From an optimization exercise on the open Yosys and OpenROAD flow, aimed at small area and a short achievable clock period; shortcuts taken in it are not production practice.
For this run, only the layout was checked, not whether the RTL still works.

### flow/design.v
module LIFSIM (
    input  wire        clk,
    input  wire        reset,
    input  wire [15:0] I_app,
    input  wire [15:0] I_fb,
    output wire [15:0] V_mem,
    output wire [15:0] V_out,
    output wire [15:0] U_leak,
    output wire [31:0] dU_dt,
    output wire [31:0] dV_dt
);
    reg [15:0] u_r;      
    reg [15:0] du_r;     
    reg [15:0] v_r;      
    reg [15:0] dv_r;     
    reg        fire_r;   
    reg        spk_r;    
    wire n1 = I_app[0] ^ I_fb[0];
    wire n2 = n1 ^ du_r[0];
    wire n3 = I_app[0] & I_fb[0];
    wire n4 = I_app[0] | I_fb[0];
    wire n5 = du_r[0] & n4;
    wire n6 = n3 | n5;
    wire n7 = I_app[1] ^ I_fb[1];
    wire n8 = n7 ^ du_r[1];
    wire n9 = I_app[1] & I_fb[1];
    wire n10 = I_app[1] | I_fb[1];
    wire n11 = du_r[1] & n10;
    wire n12 = n9 | n11;
    wire n13 = I_app[2] ^ I_fb[2];
    wire n14 = n13 ^ du_r[2];
    wire n15 = I_app[2] & I_fb[2];
    wire n16 = I_app[2] | I_fb[2];
    wire n17 = du_r[2] & n16;
    wire n18 = n15 | n17;
    wire n19 = I_app[3] ^ I_fb[3];
    wire n20 = n19 ^ du_r[3];
    wire n21 = I_app[3] & I_fb[3];
    wire n22 = I_app[3] | I_fb[3];
    wire n23 = du_r[3] & n22;
    wire n24 = n21 | n23;
    wire n25 = I_app[4] ^ I_fb[4];
    wire n26 = n25 ^ du_r[4];
    wire n27 = I_app[4] & I_fb[4];
    wire n28 = I_app[4] | I_fb[4];
    wire n29 = du_r[4] & n28;
    wire n30 = n27 | n29;
    wire n31 = I_app[5] ^ I_fb[5];
    wire n32 = n31 ^ du_r[5];
    wire n33 = I_app[5] & I_fb[5];
    wire n34 = I_app[5] | I_fb[5];
    wire n35 = du_r[5] & n34;
    wire n36 = n33 | n35;
    wire n37 = I_app[6] ^ I_fb[6];
    wire n38 = n37 ^ du_r[6];
    wire n39 = I_app[6] & I_fb[6];
    wire n40 = I_app[6] | I_fb[6];
    wire n41 = du_r[6] & n40;
    wire n42 = n39 | n41;
    wire n43 = I_app[7] ^ I_fb[7];
    wire n44 = n43 ^ du_r[7];
    wire n45 = I_app[7] & I_fb[7];
    wire n46 = I_app[7] | I_fb[7];
    wire n47 = du_r[7] & n46;
    wire n48 = n45 | n47;
    wire n49 = I_app[8] ^ I_fb[8];
    wire n50 = n49 ^ du_r[8];
    wire n51 = I_app[8] & I_fb[8];
    wire n52 = I_app[8] | I_fb[8];
    wire n53 = du_r[8] & n52;
    wire n54 = n51 | n53;
    wire n55 = I_app[9] ^ I_fb[9];
    wire n56 = n55 ^ du_r[9];
    wire n57 = I_app[9] & I_fb[9];
    wire n58 = I_app[9] | I_fb[9];
    wire n59 = du_r[9] & n58;
    wire n60 = n57 | n59;
    wire n61 = I_app[10] ^ I_fb[10];
    wire n62 = n61 ^ du_r[10];
    wire n63 = I_app[10] & I_fb[10];
    wire n64 = I_app[10] | I_fb[10];
    wire n65 = du_r[10] & n64;
    wire n66 = n63 | n65;
    wire n67 = I_app[11] ^ I_fb[11];
    wire n68 = n67 ^ du_r[11];
    wire n69 = I_app[11] & I_fb[11];
    wire n70 = I_app[11] | I_fb[11];
    wire n71 = du_r[11] & n70;
    wire n72 = n69 | n71;
    wire n73 = I_app[12] ^ I_fb[12];
    wire n74 = n73 ^ du_r[12];
    wire n75 = I_app[12] & I_fb[12];
    wire n76 = I_app[12] | I_fb[12];
    wire n77 = du_r[12] & n76;
    wire n78 = n75 | n77;
    wire n79 = I_app[13] ^ I_fb[13];
    wire n80 = n79 ^ du_r[13];
    wire n81 = I_app[13] & I_fb[13];
    wire n82 = I_app[13] | I_fb[13];
    wire n83 = du_r[13] & n82;
    wire n84 = n81 | n83;
    wire n85 = I_app[14] ^ I_fb[14];
    wire n86 = n85 ^ du_r[14];
    wire n87 = I_app[14] & I_fb[14];
    wire n88 = I_app[14] | I_fb[14];
    wire n89 = du_r[14] & n88;
    wire n90 = n87 | n89;
    wire n91 = I_app[15] ^ I_fb[15];
    wire n92 = n91 ^ du_r[15];
    wire n93 = I_app[15] & I_fb[15];
    wire n94 = I_app[15] | I_fb[15];
    wire n95 = du_r[15] & n94;
    wire n96 = n93 | n95;
    wire n97 = n8 ^ n6;
    wire n98 = n8 & n6;
    wire n99 = n14 ^ n12;
    wire n100 = n14 & n12;
    wire n101 = n20 ^ n18;
    wire n102 = n20 & n18;
    wire n103 = n26 ^ n24;
    wire n104 = n26 & n24;
    wire n105 = n32 ^ n30;
    wire n106 = n32 & n30;
    wire n107 = n38 ^ n36;
    wire n108 = n38 & n36;
    wire n109 = n44 ^ n42;
    wire n110 = n44 & n42;
    wire n111 = n50 ^ n48;
    wire n112 = n50 & n48;
    wire n113 = n56 ^ n54;
    wire n114 = n56 & n54;
    wire n115 = n62 ^ n60;
    wire n116 = n62 & n60;
    wire n117 = n68 ^ n66;
    wire n118 = n68 & n66;
    wire n119 = n74 ^ n72;
    wire n120 = n74 & n72;
    wire n121 = n80 ^ n78;
    wire n122 = n80 & n78;
    wire n123 = n86 ^ n84;
    wire n124 = n86 & n84;
    wire n125 = n92 ^ n90;
    wire n126 = n92 & n90;
    wire n127 = n97 & n2;
    wire n128 = n99 & n98;
    wire n129 = n100 | n128;
    wire n130 = n99 & n97;
    wire n131 = n101 & n100;
    wire n132 = n102 | n131;
    wire n133 = n101 & n99;
    wire n134 = n103 & n102;
    wire n135 = n104 | n134;
    wire n136 = n103 & n101;
    wire n137 = n105 & n104;
    wire n138 = n106 | n137;
    wire n139 = n105 & n103;
    wire n140 = n107 & n106;
    wire n141 = n108 | n140;
    wire n142 = n107 & n105;
    wire n143 = n109 & n108;
    wire n144 = n110 | n143;
    wire n145 = n109 & n107;
    wire n146 = n111 & n110;
    wire n147 = n112 | n146;
    wire n148 = n111 & n109;
    wire n149 = n113 & n112;
    wire n150 = n114 | n149;
    wire n151 = n113 & n111;
    wire n152 = n115 & n114;
    wire n153 = n116 | n152;
    wire n154 = n115 & n113;
    wire n155 = n117 & n116;
    wire n156 = n118 | n155;
    wire n157 = n117 & n115;
    wire n158 = n119 & n118;
    wire n159 = n120 | n158;
    wire n160 = n119 & n117;
    wire n161 = n121 & n120;
    wire n162 = n122 | n161;
    wire n163 = n121 & n119;
    wire n164 = n123 & n122;
    wire n165 = n124 | n164;
    wire n166 = n123 & n121;
    wire n167 = n125 & n124;
    wire n168 = n126 | n167;
    wire n169 = n125 & n123;
    wire n170 = n130 & n2;
    wire n171 = n133 & n98;
    wire n172 = n132 | n171;
    wire n173 = n133 & n127;
    wire n174 = n136 & n129;
    wire n175 = n135 | n174;
    wire n176 = n136 & n130;
    wire n177 = n139 & n132;
    wire n178 = n138 | n177;
    wire n179 = n139 & n133;
    wire n180 = n142 & n135;
    wire n181 = n141 | n180;
    wire n182 = n142 & n136;
    wire n183 = n145 & n138;
    wire n184 = n144 | n183;
    wire n185 = n145 & n139;
    wire n186 = n148 & n141;
    wire n187 = n147 | n186;
    wire n188 = n148 & n142;
    wire n189 = n151 & n144;
    wire n190 = n150 | n189;
    wire n191 = n151 & n145;
    wire n192 = n154 & n147;
    wire n193 = n153 | n192;
    wire n194 = n154 & n148;
    wire n195 = n157 & n150;
    wire n196 = n156 | n195;
    wire n197 = n157 & n151;
    wire n198 = n160 & n153;
    wire n199 = n159 | n198;
    wire n200 = n160 & n154;
    wire n201 = n163 & n156;
    wire n202 = n162 | n201;
    wire n203 = n163 & n157;
    wire n204 = n166 & n159;
    wire n205 = n165 | n204;
    wire n206 = n166 & n160;
    wire n207 = n169 & n162;
    wire n208 = n168 | n207;
    wire n209 = n169 & n163;
    wire n210 = n176 & n2;
    wire n211 = n179 & n98;
    wire n212 = n178 | n211;
    wire n213 = n179 & n127;
    wire n214 = n182 & n129;
    wire n215 = n181 | n214;
    wire n216 = n182 & n170;
    wire n217 = n185 & n172;
    wire n218 = n184 | n217;
    wire n219 = n185 & n173;
    wire n220 = n188 & n175;
    wire n221 = n187 | n220;
    wire n222 = n188 & n176;
    wire n223 = n191 & n178;
    wire n224 = n190 | n223;
    wire n225 = n191 & n179;
    wire n226 = n194 & n181;
    wire n227 = n193 | n226;
    wire n228 = n194 & n182;
    wire n229 = n197 & n184;
    wire n230 = n196 | n229;
    wire n231 = n197 & n185;
    wire n232 = n200 & n187;
    wire n233 = n199 | n232;
    wire n234 = n200 & n188;
    wire n235 = n203 & n190;
    wire n236 = n202 | n235;
    wire n237 = n203 & n191;
    wire n238 = n206 & n193;
    wire n239 = n205 | n238;
    wire n240 = n206 & n194;
    wire n241 = n209 & n196;
    wire n242 = n208 | n241;
    wire n243 = n209 & n197;
    wire n244 = n222 & n2;
    wire n245 = n225 & n98;
    wire n246 = n224 | n245;
    wire n247 = n225 & n127;
    wire n248 = n228 & n129;
    wire n249 = n227 | n248;
    wire n250 = n228 & n170;
    wire n251 = n231 & n172;
    wire n252 = n230 | n251;
    wire n253 = n231 & n173;
    wire n254 = n234 & n175;
    wire n255 = n233 | n254;
    wire n256 = n234 & n210;
    wire n257 = n237 & n212;
    wire n258 = n236 | n257;
    wire n259 = n237 & n213;
    wire n260 = n240 & n215;
    wire n261 = n239 | n260;
    wire n262 = n240 & n216;
    wire n263 = n243 & n218;
    wire n264 = n242 | n263;
    wire n265 = n243 & n219;
    wire n266 = n99 ^ n98;
    wire n267 = n101 ^ n129;
    wire n268 = n103 ^ n172;
    wire n269 = n105 ^ n175;
    wire n270 = n107 ^ n212;
    wire n271 = n109 ^ n215;
    wire n272 = n111 ^ n218;
    wire n273 = n113 ^ n221;
    wire n274 = n115 ^ n246;
    wire n275 = n117 ^ n249;
    wire n276 = n119 ^ n252;
    wire n277 = n121 ^ n255;
    wire n278 = n123 ^ n258;
    wire n279 = n125 ^ n261;
    wire n280 = u_r[1] & u_r[0];
    wire n281 = u_r[1] & u_r[0];
    wire n282 = u_r[2] & n281;
    wire n283 = u_r[2] & u_r[1];
    wire n284 = u_r[4] & u_r[3];
    wire n285 = u_r[6] & u_r[5];
    wire n286 = u_r[8] & u_r[7];
    wire n287 = u_r[10] & u_r[9];
    wire n288 = u_r[12] & u_r[11];
    wire n289 = u_r[14] & u_r[13];
    wire n290 = u_r[3] & n282;
    wire n291 = u_r[3] & n283;
    wire n292 = n284 & n282;
    wire n293 = n284 & n283;
    wire n294 = u_r[7] & n285;
    wire n295 = n286 & n285;
    wire n296 = u_r[11] & n287;
    wire n297 = n288 & n287;
    wire n298 = u_r[15] & n289;
    wire n299 = u_r[5] & n292;
    wire n300 = u_r[5] & n293;
    wire n301 = n285 & n292;
    wire n302 = n285 & n293;
    wire n303 = n294 & n292;
    wire n304 = n294 & n293;
    wire n305 = n295 & n292;
    wire n306 = n295 & n293;
    wire n307 = u_r[13] & n297;
    wire n308 = n289 & n297;
    wire n309 = n298 & n297;
    wire n310 = u_r[9] & n305;
    wire n311 = u_r[9] & n306;
    wire n312 = n287 & n305;
    wire n313 = n287 & n306;
    wire n314 = n296 & n305;
    wire n315 = n296 & n306;
    wire n316 = n297 & n305;
    wire n317 = n297 & n306;
    wire n318 = n307 & n305;
    wire n319 = n307 & n306;
    wire n320 = n308 & n305;
    wire n321 = n308 & n306;
    wire n322 = n309 & n305;
    wire n323 = n309 & n306;
    wire n324 = u_r[1] ^ u_r[0];
    wire n325 = u_r[2] ^ n281;
    wire n326 = u_r[3] ^ n282;
    wire n327 = u_r[4] ^ n290;
    wire n328 = u_r[5] ^ n292;
    wire n329 = u_r[6] ^ n299;
    wire n330 = u_r[7] ^ n301;
    wire n331 = u_r[8] ^ n303;
    wire n332 = u_r[9] ^ n305;
    wire n333 = u_r[10] ^ n310;
    wire n334 = u_r[11] ^ n312;
    wire n335 = u_r[12] ^ n314;
    wire n336 = u_r[13] ^ n316;
    wire n337 = u_r[14] ^ n318;
    wire n338 = u_r[15] ^ n320;
    wire n339 = u_r[0] ^ dv_r[0];
    wire n340 = u_r[0] & dv_r[0];
    wire n341 = u_r[1] ^ dv_r[1];
    wire n342 = u_r[1] & dv_r[1];
    wire n343 = u_r[2] ^ dv_r[2];
    wire n344 = u_r[2] & dv_r[2];
    wire n345 = u_r[3] ^ dv_r[3];
    wire n346 = u_r[3] & dv_r[3];
    wire n347 = u_r[4] ^ dv_r[4];
    wire n348 = u_r[4] & dv_r[4];
    wire n349 = u_r[5] ^ dv_r[5];
    wire n350 = u_r[5] & dv_r[5];
    wire n351 = u_r[6] ^ dv_r[6];
    wire n352 = u_r[6] & dv_r[6];
    wire n353 = u_r[7] ^ dv_r[7];
    wire n354 = u_r[7] & dv_r[7];
    wire n355 = u_r[8] ^ dv_r[8];
    wire n356 = u_r[8] & dv_r[8];
    wire n357 = u_r[9] ^ dv_r[9];
    wire n358 = u_r[9] & dv_r[9];
    wire n359 = u_r[10] ^ dv_r[10];
    wire n360 = u_r[10] & dv_r[10];
    wire n361 = u_r[11] ^ dv_r[11];
    wire n362 = u_r[11] & dv_r[11];
    wire n363 = u_r[12] ^ dv_r[12];
    wire n364 = u_r[12] & dv_r[12];
    wire n365 = u_r[13] ^ dv_r[13];
    wire n366 = u_r[13] & dv_r[13];
    wire n367 = u_r[14] ^ dv_r[14];
    wire n368 = u_r[14] & dv_r[14];
    wire n369 = u_r[15] ^ dv_r[15];
    wire n370 = u_r[15] & dv_r[15];
    wire n371 = n341 & n340;
    wire n372 = n342 | n371;
    wire n373 = n341 & n339;
    wire n374 = n343 & n342;
    wire n375 = n344 | n374;
    wire n376 = n343 & n341;
    wire n377 = n345 & n344;
    wire n378 = n346 | n377;
    wire n379 = n345 & n343;
    wire n380 = n347 & n346;
    wire n381 = n348 | n380;
    wire n382 = n347 & n345;
    wire n383 = n349 & n348;
    wire n384 = n350 | n383;
    wire n385 = n349 & n347;
    wire n386 = n351 & n350;
    wire n387 = n352 | n386;
    wire n388 = n351 & n349;
    wire n389 = n353 & n352;
    wire n390 = n354 | n389;
    wire n391 = n353 & n351;
    wire n392 = n355 & n354;
    wire n393 = n356 | n392;
    wire n394 = n355 & n353;
    wire n395 = n357 & n356;
    wire n396 = n358 | n395;
    wire n397 = n357 & n355;
    wire n398 = n359 & n358;
    wire n399 = n360 | n398;
    wire n400 = n359 & n357;
    wire n401 = n361 & n360;
    wire n402 = n362 | n401;
    wire n403 = n361 & n359;
    wire n404 = n363 & n362;
    wire n405 = n364 | n404;
    wire n406 = n363 & n361;
    wire n407 = n365 & n364;
    wire n408 = n366 | n407;
    wire n409 = n365 & n363;
    wire n410 = n367 & n366;
    wire n411 = n368 | n410;
    wire n412 = n367 & n365;
    wire n413 = n369 & n368;
    wire n414 = n370 | n413;
    wire n415 = n369 & n367;
    wire n416 = n376 & n340;
    wire n417 = n375 | n416;
    wire n418 = n376 & n339;
    wire n419 = n379 & n372;
    wire n420 = n378 | n419;
    wire n421 = n379 & n373;
    wire n422 = n382 & n375;
    wire n423 = n381 | n422;
    wire n424 = n382 & n376;
    wire n425 = n385 & n378;
    wire n426 = n384 | n425;
    wire n427 = n385 & n379;
    wire n428 = n388 & n381;
    wire n429 = n387 | n428;
    wire n430 = n388 & n382;
    wire n431 = n391 & n384;
    wire n432 = n390 | n431;
    wire n433 = n391 & n385;
    wire n434 = n394 & n387;
    wire n435 = n393 | n434;
    wire n436 = n394 & n388;
    wire n437 = n397 & n390;
    wire n438 = n396 | n437;
    wire n439 = n397 & n391;
    wire n440 = n400 & n393;
    wire n441 = n399 | n440;
    wire n442 = n400 & n394;
    wire n443 = n403 & n396;
    wire n444 = n402 | n443;
    wire n445 = n403 & n397;
    wire n446 = n406 & n399;
    wire n447 = n405 | n446;
    wire n448 = n406 & n400;
    wire n449 = n409 & n402;
    wire n450 = n408 | n449;
    wire n451 = n409 & n403;
    wire n452 = n412 & n405;
    wire n453 = n411 | n452;
    wire n454 = n412 & n406;
    wire n455 = n415 & n408;
    wire n456 = n414 | n455;
    wire n457 = n415 & n409;
    wire n458 = n424 & n340;
    wire n459 = n423 | n458;
    wire n460 = n424 & n339;
    wire n461 = n427 & n372;
    wire n462 = n426 | n461;
    wire n463 = n427 & n373;
    wire n464 = n430 & n417;
    wire n465 = n429 | n464;
    wire n466 = n430 & n418;
    wire n467 = n433 & n420;
    wire n468 = n432 | n467;
    wire n469 = n433 & n421;
    wire n470 = n436 & n423;
    wire n471 = n435 | n470;
    wire n472 = n436 & n424;
    wire n473 = n439 & n426;
    wire n474 = n438 | n473;
    wire n475 = n439 & n427;
    wire n476 = n442 & n429;
    wire n477 = n441 | n476;
    wire n478 = n442 & n430;
    wire n479 = n445 & n432;
    wire n480 = n444 | n479;
    wire n481 = n445 & n433;
    wire n482 = n448 & n435;
    wire n483 = n447 | n482;
    wire n484 = n448 & n436;
    wire n485 = n451 & n438;
    wire n486 = n450 | n485;
    wire n487 = n451 & n439;
    wire n488 = n454 & n441;
    wire n489 = n453 | n488;
    wire n490 = n454 & n442;
    wire n491 = n457 & n444;
    wire n492 = n456 | n491;
    wire n493 = n457 & n445;
    wire n494 = n472 & n340;
    wire n495 = n471 | n494;
    wire n496 = n472 & n339;
    wire n497 = n475 & n372;
    wire n498 = n474 | n497;
    wire n499 = n475 & n373;
    wire n500 = n478 & n417;
    wire n501 = n477 | n500;
    wire n502 = n478 & n418;
    wire n503 = n481 & n420;
    wire n504 = n480 | n503;
    wire n505 = n481 & n421;
    wire n506 = n484 & n459;
    wire n507 = n483 | n506;
    wire n508 = n484 & n460;
    wire n509 = n487 & n462;
    wire n510 = n486 | n509;
    wire n511 = n487 & n463;
    wire n512 = n490 & n465;
    wire n513 = n489 | n512;
    wire n514 = n490 & n466;
    wire n515 = n493 & n468;
    wire n516 = n492 | n515;
    wire n517 = n493 & n469;
    wire n518 = n341 ^ n340;
    wire n519 = n343 ^ n372;
    wire n520 = n345 ^ n417;
    wire n521 = n347 ^ n420;
    wire n522 = n349 ^ n459;
    wire n523 = n351 ^ n462;
    wire n524 = n353 ^ n465;
    wire n525 = n355 ^ n468;
    wire n526 = n357 ^ n495;
    wire n527 = n359 ^ n498;
    wire n528 = n361 ^ n501;
    wire n529 = n363 ^ n504;
    wire n530 = n365 ^ n507;
    wire n531 = n367 ^ n510;
    wire n532 = n369 ^ n513;
    wire [20:0] pp0;
    wire [15:0] pp0_m0 = 16'h5555;
    assign pp0[0] = pp0_m0[v_r[3:0]];
    wire [15:0] pp0_m1 = 16'h3333;
    assign pp0[1] = pp0_m1[v_r[3:0]];
    wire [15:0] pp0_m2 = 16'ha5a5;
    assign pp0[2] = pp0_m2[v_r[3:0]];
    wire [15:0] pp0_m3 = 16'hc639;
    assign pp0[3] = pp0_m3[v_r[3:0]];
    wire [15:0] pp0_m4 = 16'had6b;
    assign pp0[4] = pp0_m4[v_r[3:0]];
    wire [15:0] pp0_m5 = 16'h9ce7;
    assign pp0[5] = pp0_m5[v_r[3:0]];
    wire [15:0] pp0_m6 = 16'hd6b5;
    assign pp0[6] = pp0_m6[v_r[3:0]];
    wire [15:0] pp0_m7 = 16'he739;
    assign pp0[7] = pp0_m7[v_r[3:0]];
    wire [15:0] pp0_m8 = 16'had6b;
    assign pp0[8] = pp0_m8[v_r[3:0]];
    wire [15:0] pp0_m9 = 16'h9ce7;
    assign pp0[9] = pp0_m9[v_r[3:0]];
    wire [15:0] pp0_m10 = 16'hd6b5;
    assign pp0[10] = pp0_m10[v_r[3:0]];
    wire [15:0] pp0_m11 = 16'he739;
    assign pp0[11] = pp0_m11[v_r[3:0]];
    wire [15:0] pp0_m12 = 16'had6b;
    assign pp0[12] = pp0_m12[v_r[3:0]];
    wire [15:0] pp0_m13 = 16'h9ce7;
    assign pp0[13] = pp0_m13[v_r[3:0]];
    wire [15:0] pp0_m14 = 16'h7c1f;
    assign pp0[14] = pp0_m14[v_r[3:0]];
    wire [15:0] pp0_m15 = 16'h03ff;
    assign pp0[15] = pp0_m15[v_r[3:0]];
    wire [15:0] pp0_m16 = 16'haaaa;
    assign pp0[16] = pp0_m16[v_r[3:0]];
    wire [15:0] pp0_m17 = 16'hcccc;
    assign pp0[17] = pp0_m17[v_r[3:0]];
    wire [15:0] pp0_m18 = 16'hf0f0;
    assign pp0[18] = pp0_m18[v_r[3:0]];
    wire [15:0] pp0_m19 = 16'hff00;
    assign pp0[19] = pp0_m19[v_r[3:0]];
    wire [15:0] pp0_m20 = 16'h0000;
    assign pp0[20] = pp0_m20[v_r[3:0]];
    wire [19:0] pp1;
    wire [15:0] pp1_m0 = 16'haaaa;
    assign pp1[0] = pp1_m0[v_r[7:4]];
    wire [15:0] pp1_m1 = 16'h6666;
    assign pp1[1] = pp1_m1[v_r[7:4]];
    wire [15:0] pp1_m2 = 16'hb4b4;
    assign pp1[2] = pp1_m2[v_r[7:4]];
    wire [15:0] pp1_m3 = 16'hc738;
    assign pp1[3] = pp1_m3[v_r[7:4]];
    wire [15:0] pp1_m4 = 16'had6a;
    assign pp1[4] = pp1_m4[v_r[7:4]];
    wire [15:0] pp1_m5 = 16'h9ce6;
    assign pp1[5] = pp1_m5[v_r[7:4]];
    wire [15:0] pp1_m6 = 16'hd6b4;
    assign pp1[6] = pp1_m6[v_r[7:4]];
    wire [15:0] pp1_m7 = 16'he738;
    assign pp1[7] = pp1_m7[v_r[7:4]];
    wire [15:0] pp1_m8 = 16'had6a;
    assign pp1[8] = pp1_m8[v_r[7:4]];
    wire [15:0] pp1_m9 = 16'h9ce6;
    assign pp1[9] = pp1_m9[v_r[7:4]];
    wire [15:0] pp1_m10 = 16'hd6b4;
    assign pp1[10] = pp1_m10[v_r[7:4]];
    wire [15:0] pp1_m11 = 16'he738;
    assign pp1[11] = pp1_m11[v_r[7:4]];
    wire [15:0] pp1_m12 = 16'had6a;
    assign pp1[12] = pp1_m12[v_r[7:4]];
    wire [15:0] pp1_m13 = 16'h9ce6;
    assign pp1[13] = pp1_m13[v_r[7:4]];
    wire [15:0] pp1_m14 = 16'h7c1e;
    assign pp1[14] = pp1_m14[v_r[7:4]];
    wire [15:0] pp1_m15 = 16'h03fe;
    assign pp1[15] = pp1_m15[v_r[7:4]];
    wire [15:0] pp1_m16 = 16'h5554;
    assign pp1[16] = pp1_m16[v_r[7:4]];
    wire [15:0] pp1_m17 = 16'h9998;
    assign pp1[17] = pp1_m17[v_r[7:4]];
    wire [15:0] pp1_m18 = 16'he1e0;
    assign pp1[18] = pp1_m18[v_r[7:4]];
    wire [15:0] pp1_m19 = 16'hfe00;
    assign pp1[19] = pp1_m19[v_r[7:4]];
    wire [19:0] pp2;
    wire [15:0] pp2_m0 = 16'haaaa;
    assign pp2[0] = pp2_m0[v_r[11:8]];
    wire [15:0] pp2_m1 = 16'h6666;
    assign pp2[1] = pp2_m1[v_r[11:8]];
    wire [15:0] pp2_m2 = 16'hb4b4;
    assign pp2[2] = pp2_m2[v_r[11:8]];
    wire [15:0] pp2_m3 = 16'hc738;
    assign pp2[3] = pp2_m3[v_r[11:8]];
    wire [15:0] pp2_m4 = 16'had6a;
    assign pp2[4] = pp2_m4[v_r[11:8]];
    wire [15:0] pp2_m5 = 16'h9ce6;
    assign pp2[5] = pp2_m5[v_r[11:8]];
    wire [15:0] pp2_m6 = 16'hd6b4;
    assign pp2[6] = pp2_m6[v_r[11:8]];
    wire [15:0] pp2_m7 = 16'he738;
    assign pp2[7] = pp2_m7[v_r[11:8]];
    wire [15:0] pp2_m8 = 16'had6a;
    assign pp2[8] = pp2_m8[v_r[11:8]];
    wire [15:0] pp2_m9 = 16'h9ce6;
    assign pp2[9] = pp2_m9[v_r[11:8]];
    wire [15:0] pp2_m10 = 16'hd6b4;
    assign pp2[10] = pp2_m10[v_r[11:8]];
    wire [15:0] pp2_m11 = 16'he738;
    assign pp2[11] = pp2_m11[v_r[11:8]];
    wire [15:0] pp2_m12 = 16'had6a;
    assign pp2[12] = pp2_m12[v_r[11:8]];
    wire [15:0] pp2_m13 = 16'h9ce6;
    assign pp2[13] = pp2_m13[v_r[11:8]];
    wire [15:0] pp2_m14 = 16'h7c1e;
    assign pp2[14] = pp2_m14[v_r[11:8]];
    wire [15:0] pp2_m15 = 16'h03fe;
    assign pp2[15] = pp2_m15[v_r[11:8]];
    wire [15:0] pp2_m16 = 16'h5554;
    assign pp2[16] = pp2_m16[v_r[11:8]];
    wire [15:0] pp2_m17 = 16'h9998;
    assign pp2[17] = pp2_m17[v_r[11:8]];
    wire [15:0] pp2_m18 = 16'he1e0;
    assign pp2[18] = pp2_m18[v_r[11:8]];
    wire [15:0] pp2_m19 = 16'hfe00;
    assign pp2[19] = pp2_m19[v_r[11:8]];
    wire [19:0] pp3;
    wire [15:0] pp3_m0 = 16'haaaa;
    assign pp3[0] = pp3_m0[v_r[15:12]];
    wire [15:0] pp3_m1 = 16'h6666;
    assign pp3[1] = pp3_m1[v_r[15:12]];
    wire [15:0] pp3_m2 = 16'hb4b4;
    assign pp3[2] = pp3_m2[v_r[15:12]];
    wire [15:0] pp3_m3 = 16'hc738;
    assign pp3[3] = pp3_m3[v_r[15:12]];
    wire [15:0] pp3_m4 = 16'had6a;
    assign pp3[4] = pp3_m4[v_r[15:12]];
    wire [15:0] pp3_m5 = 16'h9ce6;
    assign pp3[5] = pp3_m5[v_r[15:12]];
    wire [15:0] pp3_m6 = 16'hd6b4;
    assign pp3[6] = pp3_m6[v_r[15:12]];
    wire [15:0] pp3_m7 = 16'he738;
    assign pp3[7] = pp3_m7[v_r[15:12]];
    wire [15:0] pp3_m8 = 16'had6a;
    assign pp3[8] = pp3_m8[v_r[15:12]];
    wire [15:0] pp3_m9 = 16'h9ce6;
    assign pp3[9] = pp3_m9[v_r[15:12]];
    wire [15:0] pp3_m10 = 16'hd6b4;
    assign pp3[10] = pp3_m10[v_r[15:12]];
    wire [15:0] pp3_m11 = 16'he738;
    assign pp3[11] = pp3_m11[v_r[15:12]];
    wire [15:0] pp3_m12 = 16'had6a;
    assign pp3[12] = pp3_m12[v_r[15:12]];
    wire [15:0] pp3_m13 = 16'h9ce6;
    assign pp3[13] = pp3_m13[v_r[15:12]];
    wire [15:0] pp3_m14 = 16'h7c1e;
    assign pp3[14] = pp3_m14[v_r[15:12]];
    wire [15:0] pp3_m15 = 16'h03fe;
    assign pp3[15] = pp3_m15[v_r[15:12]];
    wire [15:0] pp3_m16 = 16'h5554;
    assign pp3[16] = pp3_m16[v_r[15:12]];
    wire [15:0] pp3_m17 = 16'h9998;
    assign pp3[17] = pp3_m17[v_r[15:12]];
    wire [15:0] pp3_m18 = 16'he1e0;
    assign pp3[18] = pp3_m18[v_r[15:12]];
    wire [15:0] pp3_m19 = 16'hfe00;
    assign pp3[19] = pp3_m19[v_r[15:12]];
    wire n533 = pp0[12] ^ pp1[8];
    wire n534 = pp0[12] & pp1[8];
    wire n535 = pp0[13] ^ pp1[9];
    wire n536 = n535 ^ pp2[5];
    wire n537 = pp0[13] & pp1[9];
    wire n538 = pp0[13] | pp1[9];
    wire n539 = pp2[5] & n538;
    wire n540 = n537 | n539;
    wire n541 = pp0[14] ^ pp1[10];
    wire n542 = n541 ^ pp2[6];
    wire n543 = pp0[14] & pp1[10];
    wire n544 = pp0[14] | pp1[10];
    wire n545 = pp2[6] & n544;
    wire n546 = n543 | n545;
    wire n547 = pp0[15] ^ pp1[11];
    wire n548 = n547 ^ pp2[7];
    wire n549 = pp0[15] & pp1[11];
    wire n550 = pp0[15] | pp1[11];
    wire n551 = pp2[7] & n550;
    wire n552 = n549 | n551;
    wire n553 = pp0[16] ^ pp1[12];
    wire n554 = n553 ^ pp2[8];
    wire n555 = pp0[16] & pp1[12];
    wire n556 = pp0[16] | pp1[12];
    wire n557 = pp2[8] & n556;
    wire n558 = n555 | n557;
    wire n559 = pp0[17] ^ pp1[13];
    wire n560 = n559 ^ pp2[9];
    wire n561 = pp0[17] & pp1[13];
    wire n562 = pp0[17] | pp1[13];
    wire n563 = pp2[9] & n562;
    wire n564 = n561 | n563;
    wire n565 = pp0[18] ^ pp1[14];
    wire n566 = n565 ^ pp2[10];
    wire n567 = pp0[18] & pp1[14];
    wire n568 = pp0[18] | pp1[14];
    wire n569 = pp2[10] & n568;
    wire n570 = n567 | n569;
    wire n571 = pp0[19] ^ pp1[15];
    wire n572 = n571 ^ pp2[11];
    wire n573 = pp0[19] & pp1[15];
    wire n574 = pp0[19] | pp1[15];
    wire n575 = pp2[11] & n574;
    wire n576 = n573 | n575;
    wire n577 = pp0[20] ^ pp1[16];
    wire n578 = n577 ^ pp2[12];
    wire n579 = pp0[20] & pp1[16];
    wire n580 = pp0[20] | pp1[16];
    wire n581 = pp2[12] & n580;
    wire n582 = n579 | n581;
    wire n583 = pp1[17] ^ pp2[13];
    wire n584 = pp1[17] & pp2[13];
    wire n585 = pp1[18] ^ pp2[14];
    wire n586 = pp1[18] & pp2[14];
    wire n587 = pp1[19] ^ pp2[15];
    wire n588 = pp1[19] & pp2[15];
    wire n589 = pp0[8] ^ pp1[4];
    wire n590 = pp0[8] & pp1[4];
    wire n591 = pp0[9] ^ pp1[5];
    wire n592 = n591 ^ pp2[1];
    wire n593 = pp0[9] & pp1[5];
    wire n594 = pp0[9] | pp1[5];
    wire n595 = pp2[1] & n594;
    wire n596 = n593 | n595;
    wire n597 = pp0[10] ^ pp1[6];
    wire n598 = n597 ^ pp2[2];
    wire n599 = pp0[10] & pp1[6];
    wire n600 = pp0[10] | pp1[6];
    wire n601 = pp2[2] & n600;
    wire n602 = n599 | n601;
    wire n603 = pp0[11] ^ pp1[7];
    wire n604 = n603 ^ pp2[3];
    wire n605 = pp0[11] & pp1[7];
    wire n606 = pp0[11] | pp1[7];
    wire n607 = pp2[3] & n606;
    wire n608 = n605 | n607;
    wire n609 = pp2[4] ^ pp3[0];
    wire n610 = n609 ^ n533;
    wire n611 = pp2[4] & pp3[0];
    wire n612 = pp2[4] | pp3[0];
    wire n613 = n533 & n612;
    wire n614 = n611 | n613;
    wire n615 = pp3[1] ^ n534;
    wire n616 = n615 ^ n536;
    wire n617 = pp3[1] & n534;
    wire n618 = pp3[1] | n534;
    wire n619 = n536 & n618;
    wire n620 = n617 | n619;
    wire n621 = pp3[2] ^ n540;
    wire n622 = n621 ^ n542;
    wire n623 = pp3[2] & n540;
    wire n624 = pp3[2] | n540;
    wire n625 = n542 & n624;
    wire n626 = n623 | n625;
    wire n627 = pp3[3] ^ n546;
    wire n628 = n627 ^ n548;
    wire n629 = pp3[3] & n546;
    wire n630 = pp3[3] | n546;
    wire n631 = n548 & n630;
    wire n632 = n629 | n631;
    wire n633 = pp3[4] ^ n552;
    wire n634 = n633 ^ n554;
    wire n635 = pp3[4] & n552;
    wire n636 = pp3[4] | n552;
    wire n637 = n554 & n636;
    wire n638 = n635 | n637;
    wire n639 = pp3[5] ^ n558;
    wire n640 = n639 ^ n560;
    wire n641 = pp3[5] & n558;
    wire n642 = pp3[5] | n558;
    wire n643 = n560 & n642;
    wire n644 = n641 | n643;
    wire n645 = pp3[6] ^ n564;
    wire n646 = n645 ^ n566;
    wire n647 = pp3[6] & n564;
    wire n648 = pp3[6] | n564;
    wire n649 = n566 & n648;
    wire n650 = n647 | n649;
    wire n651 = pp3[7] ^ n570;
    wire n652 = n651 ^ n572;
    wire n653 = pp3[7] & n570;
    wire n654 = pp3[7] | n570;
    wire n655 = n572 & n654;
    wire n656 = n653 | n655;
    wire n657 = pp3[8] ^ n576;
    wire n658 = n657 ^ n578;
    wire n659 = pp3[8] & n576;
    wire n660 = pp3[8] | n576;
    wire n661 = n578 & n660;
    wire n662 = n659 | n661;
    wire n663 = pp3[9] ^ n582;
    wire n664 = n663 ^ n583;
    wire n665 = pp3[9] & n582;
    wire n666 = pp3[9] | n582;
    wire n667 = n583 & n666;
    wire n668 = n665 | n667;
    wire n669 = pp3[10] ^ n584;
    wire n670 = n669 ^ n585;
    wire n671 = pp3[10] & n584;
    wire n672 = pp3[10] | n584;
    wire n673 = n585 & n672;
    wire n674 = n671 | n673;
    wire n675 = pp3[11] ^ n586;
    wire n676 = n675 ^ n587;
    wire n677 = pp3[11] & n586;
    wire n678 = pp3[11] | n586;
    wire n679 = n587 & n678;
    wire n680 = n677 | n679;
    wire n681 = pp2[16] ^ pp3[12];
    wire n682 = n681 ^ n588;
    wire n683 = pp2[16] & pp3[12];
    wire n684 = pp2[16] | pp3[12];
    wire n685 = n588 & n684;
    wire n686 = n683 | n685;
    wire n687 = pp2[17] ^ pp3[13];
    wire n688 = pp2[17] & pp3[13];
    wire n689 = pp2[18] ^ pp3[14];
    wire n690 = pp2[18] & pp3[14];
    wire n691 = pp2[19] ^ pp3[15];
    wire n692 = pp2[19] & pp3[15];
    wire n693 = pp0[4] ^ pp1[0];
    wire n694 = pp0[4] & pp1[0];
    wire n695 = pp0[5] ^ pp1[1];
    wire n696 = pp0[5] & pp1[1];
    wire n697 = pp0[6] ^ pp1[2];
    wire n698 = pp0[6] & pp1[2];
    wire n699 = pp0[7] ^ pp1[3];
    wire n700 = pp0[7] & pp1[3];
    wire n701 = pp2[0] ^ n589;
    wire n702 = pp2[0] & n589;
    wire n703 = n590 ^ n592;
    wire n704 = n590 & n592;
    wire n705 = n596 ^ n598;
    wire n706 = n596 & n598;
    wire n707 = n602 ^ n604;
    wire n708 = n602 & n604;
    wire n709 = n608 ^ n610;
    wire n710 = n608 & n610;
    wire n711 = n614 ^ n616;
    wire n712 = n614 & n616;
    wire n713 = n620 ^ n622;
    wire n714 = n620 & n622;
    wire n715 = n626 ^ n628;
    wire n716 = n626 & n628;
    wire n717 = n632 ^ n634;
    wire n718 = n632 & n634;
    wire n719 = n638 ^ n640;
    wire n720 = n638 & n640;
    wire n721 = n644 ^ n646;
    wire n722 = n644 & n646;
    wire n723 = n650 ^ n652;
    wire n724 = n650 & n652;
    wire n725 = n656 ^ n658;
    wire n726 = n656 & n658;
    wire n727 = n662 ^ n664;
    wire n728 = n662 & n664;
    wire n729 = n668 ^ n670;
    wire n730 = n668 & n670;
    wire n731 = n674 ^ n676;
    wire n732 = n674 & n676;
    wire n733 = n680 ^ n682;
    wire n734 = n680 & n682;
    wire n735 = n686 ^ n687;
    wire n736 = n686 & n687;
    wire n737 = n688 ^ n689;
    wire n738 = n688 & n689;
    wire n739 = n690 ^ n691;
    wire n740 = n690 & n691;
    wire n741 = pp3[16] ^ n692;
    wire n742 = pp3[16] & n692;
    wire n743 = pp0[1] & pp0[0];
    wire n744 = pp0[2] & pp0[1];
    wire n745 = pp0[3] & pp0[2];
    wire n746 = n693 & pp0[3];
    wire n747 = n695 & n694;
    wire n748 = n696 | n747;
    wire n749 = n695 & n693;
    wire n750 = n697 & n696;
    wire n751 = n698 | n750;
    wire n752 = n697 & n695;
    wire n753 = n699 & n698;
    wire n754 = n700 | n753;
    wire n755 = n699 & n697;
    wire n756 = n701 & n700;
    wire n757 = n702 | n756;
    wire n758 = n701 & n699;
    wire n759 = n703 & n702;
    wire n760 = n704 | n759;
    wire n761 = n703 & n701;
    wire n762 = n705 & n704;
    wire n763 = n706 | n762;
    wire n764 = n705 & n703;
    wire n765 = n707 & n706;
    wire n766 = n708 | n765;
    wire n767 = n707 & n705;
    wire n768 = n709 & n708;
    wire n769 = n710 | n768;
    wire n770 = n709 & n707;
    wire n771 = n711 & n710;
    wire n772 = n712 | n771;
    wire n773 = n711 & n709;
    wire n774 = n713 & n712;
    wire n775 = n714 | n774;
    wire n776 = n713 & n711;
    wire n777 = n715 & n714;
    wire n778 = n716 | n777;
    wire n779 = n715 & n713;
    wire n780 = n717 & n716;
    wire n781 = n718 | n780;
    wire n782 = n717 & n715;
    wire n783 = n719 & n718;
    wire n784 = n720 | n783;
    wire n785 = n719 & n717;
    wire n786 = n721 & n720;
    wire n787 = n722 | n786;
    wire n788 = n721 & n719;
    wire n789 = n723 & n722;
    wire n790 = n724 | n789;
    wire n791 = n723 & n721;
    wire n792 = n725 & n724;
    wire n793 = n726 | n792;
    wire n794 = n725 & n723;
    wire n795 = n727 & n726;
    wire n796 = n728 | n795;
    wire n797 = n727 & n725;
    wire n798 = n729 & n728;
    wire n799 = n730 | n798;
    wire n800 = n729 & n727;
    wire n801 = n731 & n730;
    wire n802 = n732 | n801;
    wire n803 = n731 & n729;
    wire n804 = n733 & n732;
    wire n805 = n734 | n804;
    wire n806 = n733 & n731;
    wire n807 = n735 & n734;
    wire n808 = n736 | n807;
    wire n809 = n735 & n733;
    wire n810 = n737 & n736;
    wire n811 = n738 | n810;
    wire n812 = n737 & n735;
    wire n813 = n739 & n738;
    wire n814 = n740 | n813;
    wire n815 = n739 & n737;
    wire n816 = n741 & n740;
    wire n817 = n742 | n816;
    wire n818 = n741 & n739;
    wire n819 = pp3[17] & n742;
    wire n820 = pp3[17] & n741;
    wire n821 = pp3[18] & pp3[17];
    wire n822 = pp3[19] & pp3[18];
    wire n823 = n744 & pp0[0];
    wire n824 = n745 & n743;
    wire n825 = n746 & n744;
    wire n826 = n749 & n745;
    wire n827 = n752 & n694;
    wire n828 = n751 | n827;
    wire n829 = n752 & n746;
    wire n830 = n755 & n748;
    wire n831 = n754 | n830;
    wire n832 = n755 & n749;
    wire n833 = n758 & n751;
    wire n834 = n757 | n833;
    wire n835 = n758 & n752;
    wire n836 = n761 & n754;
    wire n837 = n760 | n836;
    wire n838 = n761 & n755;
    wire n839 = n764 & n757;
    wire n840 = n763 | n839;
    wire n841 = n764 & n758;
    wire n842 = n767 & n760;
    wire n843 = n766 | n842;
    wire n844 = n767 & n761;
    wire n845 = n770 & n763;
    wire n846 = n769 | n845;
    wire n847 = n770 & n764;
    wire n848 = n773 & n766;
    wire n849 = n772 | n848;
    wire n850 = n773 & n767;
    wire n851 = n776 & n769;
    wire n852 = n775 | n851;
    wire n853 = n776 & n770;
    wire n854 = n779 & n772;
    wire n855 = n778 | n854;
    wire n856 = n779 & n773;
    wire n857 = n782 & n775;
    wire n858 = n781 | n857;
    wire n859 = n782 & n776;
    wire n860 = n785 & n778;
    wire n861 = n784 | n860;
    wire n862 = n785 & n779;
    wire n863 = n788 & n781;
    wire n864 = n787 | n863;
    wire n865 = n788 & n782;
    wire n866 = n791 & n784;
    wire n867 = n790 | n866;
    wire n868 = n791 & n785;
    wire n869 = n794 & n787;
    wire n870 = n793 | n869;
    wire n871 = n794 & n788;
    wire n872 = n797 & n790;
    wire n873 = n796 | n872;
    wire n874 = n797 & n791;
    wire n875 = n800 & n793;
    wire n876 = n799 | n875;
    wire n877 = n800 & n794;
    wire n878 = n803 & n796;
    wire n879 = n802 | n878;
    wire n880 = n803 & n797;
    wire n881 = n806 & n799;
    wire n882 = n805 | n881;
    wire n883 = n806 & n800;
    wire n884 = n809 & n802;
    wire n885 = n808 | n884;
    wire n886 = n809 & n803;
    wire n887 = n812 & n805;
    wire n888 = n811 | n887;
    wire n889 = n812 & n806;
    wire n890 = n815 & n808;
    wire n891 = n814 | n890;
    wire n892 = n815 & n809;
    wire n893 = n818 & n811;
    wire n894 = n817 | n893;
    wire n895 = n818 & n812;
    wire n896 = n820 & n814;
    wire n897 = n819 | n896;
    wire n898 = n820 & n815;
    wire n899 = n821 & n817;
    wire n900 = n821 & n818;
    wire n901 = n822 & n819;
    wire n902 = n822 & n820;
    wire n903 = n825 & pp0[0];
    wire n904 = n826 & n743;
    wire n905 = n829 & n823;
    wire n906 = n832 & n824;
    wire n907 = n835 & n694;
    wire n908 = n834 | n907;
    wire n909 = n835 & n825;
    wire n910 = n838 & n748;
    wire n911 = n837 | n910;
    wire n912 = n838 & n826;
    wire n913 = n841 & n828;
    wire n914 = n840 | n913;
    wire n915 = n841 & n829;
    wire n916 = n844 & n831;
    wire n917 = n843 | n916;
    wire n918 = n844 & n832;
    wire n919 = n847 & n834;
    wire n920 = n846 | n919;
    wire n921 = n847 & n835;
    wire n922 = n850 & n837;
    wire n923 = n849 | n922;
    wire n924 = n850 & n838;
    wire n925 = n853 & n840;
    wire n926 = n852 | n925;
    wire n927 = n853 & n841;
    wire n928 = n856 & n843;
    wire n929 = n855 | n928;
    wire n930 = n856 & n844;
    wire n931 = n859 & n846;
    wire n932 = n858 | n931;
    wire n933 = n859 & n847;
    wire n934 = n862 & n849;
    wire n935 = n861 | n934;
    wire n936 = n862 & n850;
    wire n937 = n865 & n852;
    wire n938 = n864 | n937;
    wire n939 = n865 & n853;
    wire n940 = n868 & n855;
    wire n941 = n867 | n940;
    wire n942 = n868 & n856;
    wire n943 = n871 & n858;
    wire n944 = n870 | n943;
    wire n945 = n871 & n859;
    wire n946 = n874 & n861;
    wire n947 = n873 | n946;
    wire n948 = n874 & n862;
    wire n949 = n877 & n864;
    wire n950 = n876 | n949;
    wire n951 = n877 & n865;
    wire n952 = n880 & n867;
    wire n953 = n879 | n952;
    wire n954 = n880 & n868;
    wire n955 = n883 & n870;
    wire n956 = n882 | n955;
    wire n957 = n883 & n871;
    wire n958 = n886 & n873;
    wire n959 = n885 | n958;
    wire n960 = n886 & n874;
    wire n961 = n889 & n876;
    wire n962 = n888 | n961;
    wire n963 = n889 & n877;
    wire n964 = n892 & n879;
    wire n965 = n891 | n964;
    wire n966 = n892 & n880;
    wire n967 = n895 & n882;
    wire n968 = n894 | n967;
    wire n969 = n895 & n883;
    wire n970 = n898 & n885;
    wire n971 = n897 | n970;
    wire n972 = n898 & n886;
    wire n973 = n900 & n888;
    wire n974 = n899 | n973;
    wire n975 = n900 & n889;
    wire n976 = n902 & n891;
    wire n977 = n901 | n976;
    wire n978 = n902 & n892;
    wire n979 = n909 & pp0[0];
    wire n980 = n912 & n743;
    wire n981 = n915 & n823;
    wire n982 = n918 & n824;
    wire n983 = n921 & n694;
    wire n984 = n920 | n983;
    wire n985 = n921 & n903;
    wire n986 = n924 & n748;
    wire n987 = n923 | n986;
    wire n988 = n924 & n904;
    wire n989 = n927 & n828;
    wire n990 = n926 | n989;
    wire n991 = n927 & n905;
    wire n992 = n930 & n831;
    wire n993 = n929 | n992;
    wire n994 = n930 & n906;
    wire n995 = n933 & n908;
    wire n996 = n932 | n995;
    wire n997 = n933 & n909;
    wire n998 = n936 & n911;
    wire n999 = n935 | n998;
    wire n1000 = n936 & n912;
    wire n1001 = n939 & n914;
    wire n1002 = n938 | n1001;
    wire n1003 = n939 & n915;
    wire n1004 = n942 & n917;
    wire n1005 = n941 | n1004;
    wire n1006 = n942 & n918;
    wire n1007 = n945 & n920;
    wire n1008 = n944 | n1007;
    wire n1009 = n945 & n921;
    wire n1010 = n948 & n923;
    wire n1011 = n947 | n1010;
    wire n1012 = n948 & n924;
    wire n1013 = n951 & n926;
    wire n1014 = n950 | n1013;
    wire n1015 = n951 & n927;
    wire n1016 = n954 & n929;
    wire n1017 = n953 | n1016;
    wire n1018 = n954 & n930;
    wire n1019 = n957 & n932;
    wire n1020 = n956 | n1019;
    wire n1021 = n957 & n933;
    wire n1022 = n960 & n935;
    wire n1023 = n959 | n1022;
    wire n1024 = n960 & n936;
    wire n1025 = n963 & n938;
    wire n1026 = n962 | n1025;
    wire n1027 = n963 & n939;
    wire n1028 = n966 & n941;
    wire n1029 = n965 | n1028;
    wire n1030 = n966 & n942;
    wire n1031 = n969 & n944;
    wire n1032 = n968 | n1031;
    wire n1033 = n969 & n945;
    wire n1034 = n972 & n947;
    wire n1035 = n971 | n1034;
    wire n1036 = n972 & n948;
    wire n1037 = n975 & n950;
    wire n1038 = n974 | n1037;
    wire n1039 = n975 & n951;
    wire n1040 = n978 & n953;
    wire n1041 = n977 | n1040;
    wire n1042 = n978 & n954;
    wire n1043 = n997 & pp0[0];
    wire n1044 = n1000 & n743;
    wire n1045 = n1003 & n823;
    wire n1046 = n1006 & n824;
    wire n1047 = n1009 & n694;
    wire n1048 = n1008 | n1047;
    wire n1049 = n1009 & n903;
    wire n1050 = n1012 & n748;
    wire n1051 = n1011 | n1050;
    wire n1052 = n1012 & n904;
    wire n1053 = n1015 & n828;
    wire n1054 = n1014 | n1053;
    wire n1055 = n1015 & n905;
    wire n1056 = n1018 & n831;
    wire n1057 = n1017 | n1056;
    wire n1058 = n1018 & n906;
    wire n1059 = n1021 & n908;
    wire n1060 = n1020 | n1059;
    wire n1061 = n1021 & n979;
    wire n1062 = n1024 & n911;
    wire n1063 = n1023 | n1062;
    wire n1064 = n1024 & n980;
    wire n1065 = n1027 & n914;
    wire n1066 = n1026 | n1065;
    wire n1067 = n1027 & n981;
    wire n1068 = n1030 & n917;
    wire n1069 = n1029 | n1068;
    wire n1070 = n1030 & n982;
    wire n1071 = n1033 & n984;
    wire n1072 = n1032 | n1071;
    wire n1073 = n1033 & n985;
    wire n1074 = n1036 & n987;
    wire n1075 = n1035 | n1074;
    wire n1076 = n1036 & n988;
    wire n1077 = n1039 & n990;
    wire n1078 = n1038 | n1077;
    wire n1079 = n1039 & n991;
    wire n1080 = n1042 & n993;
    wire n1081 = n1041 | n1080;
    wire n1082 = n1042 & n994;
    wire n1083 = n695 ^ n694;
    wire n1084 = n697 ^ n748;
    wire n1085 = n699 ^ n828;
    wire n1086 = n701 ^ n831;
    wire n1087 = n703 ^ n908;
    wire n1088 = n705 ^ n911;
    wire n1089 = n707 ^ n914;
    wire n1090 = n709 ^ n917;
    wire n1091 = n711 ^ n984;
    wire n1092 = n713 ^ n987;
    wire n1093 = n715 ^ n990;
    wire n1094 = n717 ^ n993;
    wire n1095 = n719 ^ n996;
    wire n1096 = n721 ^ n999;
    wire n1097 = n723 ^ n1002;
    wire n1098 = n725 ^ n1005;
    wire n1099 = n727 ^ n1048;
    wire n1100 = n729 ^ n1051;
    wire n1101 = n731 ^ n1054;
    wire n1102 = n733 ^ n1057;
    wire n1103 = n735 ^ n1060;
    wire n1104 = n737 ^ n1063;
    wire n1105 = n739 ^ n1066;
    wire n1106 = n741 ^ n1069;
    wire n1107 = pp3[17] ^ n1072;
    wire n1108 = pp3[18] ^ n1075;
    wire n1109 = pp3[19] ^ n1078;
    wire [15:0] u_n  = {n279, n278, n277, n276, n275, n274, n273, n272, n271, n270, n269, n268, n267, n266, n97, n2};
    wire [15:0] du_n = {n322, n338, n337, n336, n335, n334, n333, n332, n331, n330, n329, n328, n327, n326, n325, n324};
    wire [15:0] v_n  = {n532, n531, n530, n529, n528, n527, n526, n525, n524, n523, n522, n521, n520, n519, n518, n339};
    wire [15:0] dv_n = {n1109, n1108, n1107, n1106, n1105, n1104, n1103, n1102, n1101, n1100, n1099, n1098, n1097, n1096, n1095, n1094};
    always @(posedge clk) begin
        if (reset) begin
            u_r    <= 16'd0;
            du_r   <= 16'd0;
            v_r    <= 16'd0;
            dv_r   <= 16'd0;
            fire_r <= 1'b0;
            spk_r  <= 1'b0;
        end else begin
            u_r    <= u_n;
            du_r   <= du_n;
            fire_r <= $signed(v_r) >= 16'sd3277;
            spk_r  <= fire_r;
            if (fire_r) begin
                v_r  <= 16'd0;
                dv_r <= 16'd0;
            end else begin
                v_r  <= v_n;
                dv_r <= dv_n;
            end
        end
    end
    assign V_mem  = v_r;
    assign V_out  = {15'd0, spk_r};
    assign U_leak = u_r;
    assign dU_dt  = {16'd0, du_r};
    assign dV_dt  = {16'd0, dv_r};
endmodule
### flow/run.sh
#!/bin/bash
# synth_recipe.tcl (not shown) runs the flow's synth.tcl, then flattens the netlist and writes it again
# the make line also repeats each setting of config.mk as NAME=value (left out here)
make -C /OpenROAD-flow-scripts/flow DESIGN_CONFIG=/design/flow/config.mk WORK_HOME=/design/flow/orfs CLKGATE_MAP_FILE= SYNTH_SCRIPT=/design/flow/synth_recipe.tcl finish
### flow/config.mk
export PLATFORM = sky130hd
export DESIGN_NAME = LIFSIM
export DESIGN_NICKNAME = LIFSIM
export VERILOG_FILES = /design/flow/design.v
export SDC_FILE = /design/flow/constraint.sdc
export NUM_CORES = 4
export LEC_CHECK = 0
export CAP_MARGIN = 20
export CORE_MARGIN = 2
export CORE_UTILIZATION = 60
export SLEW_MARGIN = 20
### flow/constraint.sdc
create_clock -name core_clock -period 7.0 [get_ports {clk}]
set_input_delay 1.4000 -clock core_clock [delete_from_list [all_inputs] [get_ports {clk}]]
set_output_delay 1.4000 -clock core_clock [all_outputs]
set_load 0.01 [all_outputs]
==> summary.txt <==
per-layer routing:
layer | up-vias | routed length, um | global-route usage, %
li1 | 2687 | - | -
met1 | 2593 | 6960 | 35.7
met2 | 193 | 7540 | 44.7
met3 | 21 | 945 | 4.30
met4 | 0 | 216 | 5.95
met5 | - | 0 | 0
state kept, by name, summed over array words and instances, names as in the netlist:
name    flops
u_r        16
spk_r       1
fire_r      1
dv_r       16
du_r       16
v_r        16
through the flow:
stage / hold slack, ns / area (um2) / instances / setup slack (ns)
finish: 0.536 / 7650 / 1006 / 1.83
global route: 0.569 / 7650 / 1006 / 1.38
CTS: 0.538 / 7650 / 1006 / 1.87
detailed placement: 0.523 / 7460 / 991 / 1.88
global placement: 0.532 / 7460 / 991 / 2.06
floorplan: 0.465 / 6750 / 822 / 2.38
cell usage in the layout, fill, tap and decap left out, types with 11 or more instances in the layout:
master / netlist / layout
ha_1: 96 / 96
fa_1: 38 / 38
xnor2_1: 28 / 28
a21oi_1: 50 / 50
a21o_1: 15 / 15
inv_1: 65 / 65
o21ai_0: 48 / 48
xor2_1: 23 / 23
conb_1: 1 / 47
nand2_1: 48 / 48
clkdlybuf4s50_1: 0 / 98
nor2_1: 82 / 82
dfxtp_1: 66 / 66
nor2b_1: 23 / 23
nand2b_1: 11 / 11
cells by family (layout without fill, tap and decap cells):
| group | count (synthesis) | after routing | synth area share (%) |
|---|---|---|---|
| fa+ha+maj | 134 | 134 | 29.8 |
| xor+xnor | 51 | 51 | 6.79 |
| mux | 14 | 14 | 2.61 |
| simple gates | 213 | 213 | 15.1 |
| other cells | 1 | 47 | 0.0570 |
| flops | 66 | 66 | 20.1 |
| buf+inv | 135 | 179 | 10.6 |
| compound gates | 162 | 162 | 14.9 |
synthesized netlist by cell type, types with 7 or more instances:
master and number:
clkbuf_1 18, fa_1 38, nor2_1 82, nor2b_1 23
mux2i_1 10, ha_1 96, o211ai_1 7, inv_1 65
nand2_1 48, dfxtp_1 66, a21o_1 15, nand2b_1 11
xnor2_1 28, xor2_1 23, buf_4 48, a21oi_1 50
nand3_1 10, o21ai_0 48, nor3_1 10
cell type report:
| cell class | instances | area (um2) |
|---|---|---|
| Sequential cell | 66 | 1320 |
| Clock buffer | 12 | 145 |
| Clock inverter | 3 | 40.0 |
| Tap cell | 140 | 175 |
| Fill cell | 856 | 3100 |
| Inverter | 65 | 244 |
| Timing Repair Buffer | 99 | 988 |
| Multi-Input combinational cell | 621 | 4740 |
how the worst max path moves through the flow:
| stage | from | endpoint | slack [ns] | cells after the start |
|---|---|---|---|---|
| after global routing | v_r[9] | dv_r[15] | 1.38 | 20 |
| after global placement | v_r[9] | dv_r[15] | 2.06 | 20 |
| after floorplan | v_r[4] | dv_r[15] | 2.38 | 16 |
| final | v_r[9] | dv_r[15] | 1.83 | 20 |
| after CTS | v_r[9] | dv_r[15] | 1.87 | 20 |
| after detailed placement | v_r[8] | dv_r[15] | 1.88 | 16 |
==> results.yml <==
outcome:
  outcome: "finished clean"
critical_path:
  ff2ff_setup_slack_ns: 1.83
  cp_cell_sequence: "inv_1, ha_1, nor2_1, a21oi_1, nand2_1, o21ai_0, inv_1, fa_1, inv_1, fa_1, ha_1, a21oi_1, o21ai_0, a221oi_1, a211oi_2, o2111ai_1, a21oi_2, a21oi_2, or4_1, and4_1"
  cp-start-kind: "register"
  reg2regPathDepth: 20
  cp.arrival_ns: 5.42
  r2r-end: "dv_r[15]"
  path_max_fanout: 9
  crit_family: "adder cells"
  slowest_stage: "dfxtp_1"
  critPathBufInv: 3
  critPathMaxStageDelay_ns: 0.52
  criticalPathCategory: "reg -> reg"
  cp.required_ns: 7.26
  endpoint_kind: "register"
  cpMostUsedCell: "inv_1"
  r2r-start: "v_r[9]"
run:
  max-cap-violations: 0
layout:
  drive_gt1_share_pct: 2.77
  antennaDiodeCount: 0
  synthToLayoutAreaGrowth_pct: 16.3
  fin_util_pct: 71.2
  fin_nets: 1030
yosys:
  synth_area_per_cell_um2: 8.48
  synth_top_cell_by_area: "dfxtp_1"
  synth.area.top_cells: "dfxtp_1 (20%), ha_1 (18%), fa_1 (12%)"
  synth-edff-count: 0
  ys_types: 53
  synth_seq_cells: 66
  syn_inst: 776
  yosysTopAreaCellShare_pct: 20.1
  ys.flop_type: "dfxtp_1"
  syn_area_mm2: 0.00658
  async_flop_share_pct: 0
  ys_warn_count: 1
  ys_seq_area_share_pct: 20.1
place:
  dpl.hpwl_mm: 12.7
  gp_congestion: 0.933
  portBuffers: 98
timing:
  drv_slew: 0
  period_minus_slack_ns: 5.17
  setup-tns-final_ns: 0
  finalSetupViolations: 0
  rsz0062_at_grt: "false"
  fmax_ghz: 0.193
  clock_skew_ns: 0.0223
  min_period_over_period_pct: 73.8
  hold_violations: 0
  slew_headroom_pct: 45.5
  tightest_slew_ns: 0.807
floorplanning:
  dieArea_mm2: 0.0118
  fp.dieW_um: 109
  top_level_ports: 146
  core_area_mm2: 0.0107
  start_util_pct: 61.2
  die_h_um: 109
  fp-row-count: 38
drt:
  drtPass1Iterations: 6
  routed_wl_mm: 15.7
  wl_per_cell_um: 15.6
  ant_nets: 0
  num_vias: 5494
  via_per_inst: 5.46
  drtIter0Drc: 307
  drc: 0
global_routing:
  grt_pass1_wl_mm: 24.4
  grt_max_degree: 38
  grt_overflow: 0
  grt_use_total_pct: 26.5
  grt_antenna_before_repair: 0
  grt_pass1_vias: 5081
hold_path:
  hp-start: "u_r[15]"
  min_path_cells: 1
  min_to: "du_r[15]"
  min_path_type: "reg -> reg"
clock_tree:
  htree_levels: 3
  cts_tree: "yes"
  post-cts-setup-buffers: 0
  cts-root-buf: "clkbuf_8"
  clkSinkCount: 66
  cts_made_buffers: 9
  cts_resized: 0
  clock_latency_ns: 0.35
  holdBufCountCts: 0
  clk_pin_slew_ns: 0.09
  cts_buffer_depth: 2

==> port drivers added, routing unchanged <==
Ports are ideal in the flow. The routed layout listed here was re-timed in OpenROAD. Step 1 sets driving cells, clkbuf_16 on the clock port and buf_2 on the other inputs (assumed; they add their load-dependent delay and slew). Step 2 moves the port delays by t, midway between the first and last clock arrival at a register: inputs arrive t later, outputs are due t later. That takes back most of the time a late clock gives input paths. Three values: ideal ports, drivers, drivers and shift; two values: the first two.
t, ns: 0.373
slack for setup (ns): 1.832 / 1.832 / 1.832
cell pins on the clock port's net: 1
After both steps setup and hold are still met in this run. The setup slack of this run moves by 0.000 ns with the drivers and by 0.000 ns with both steps.
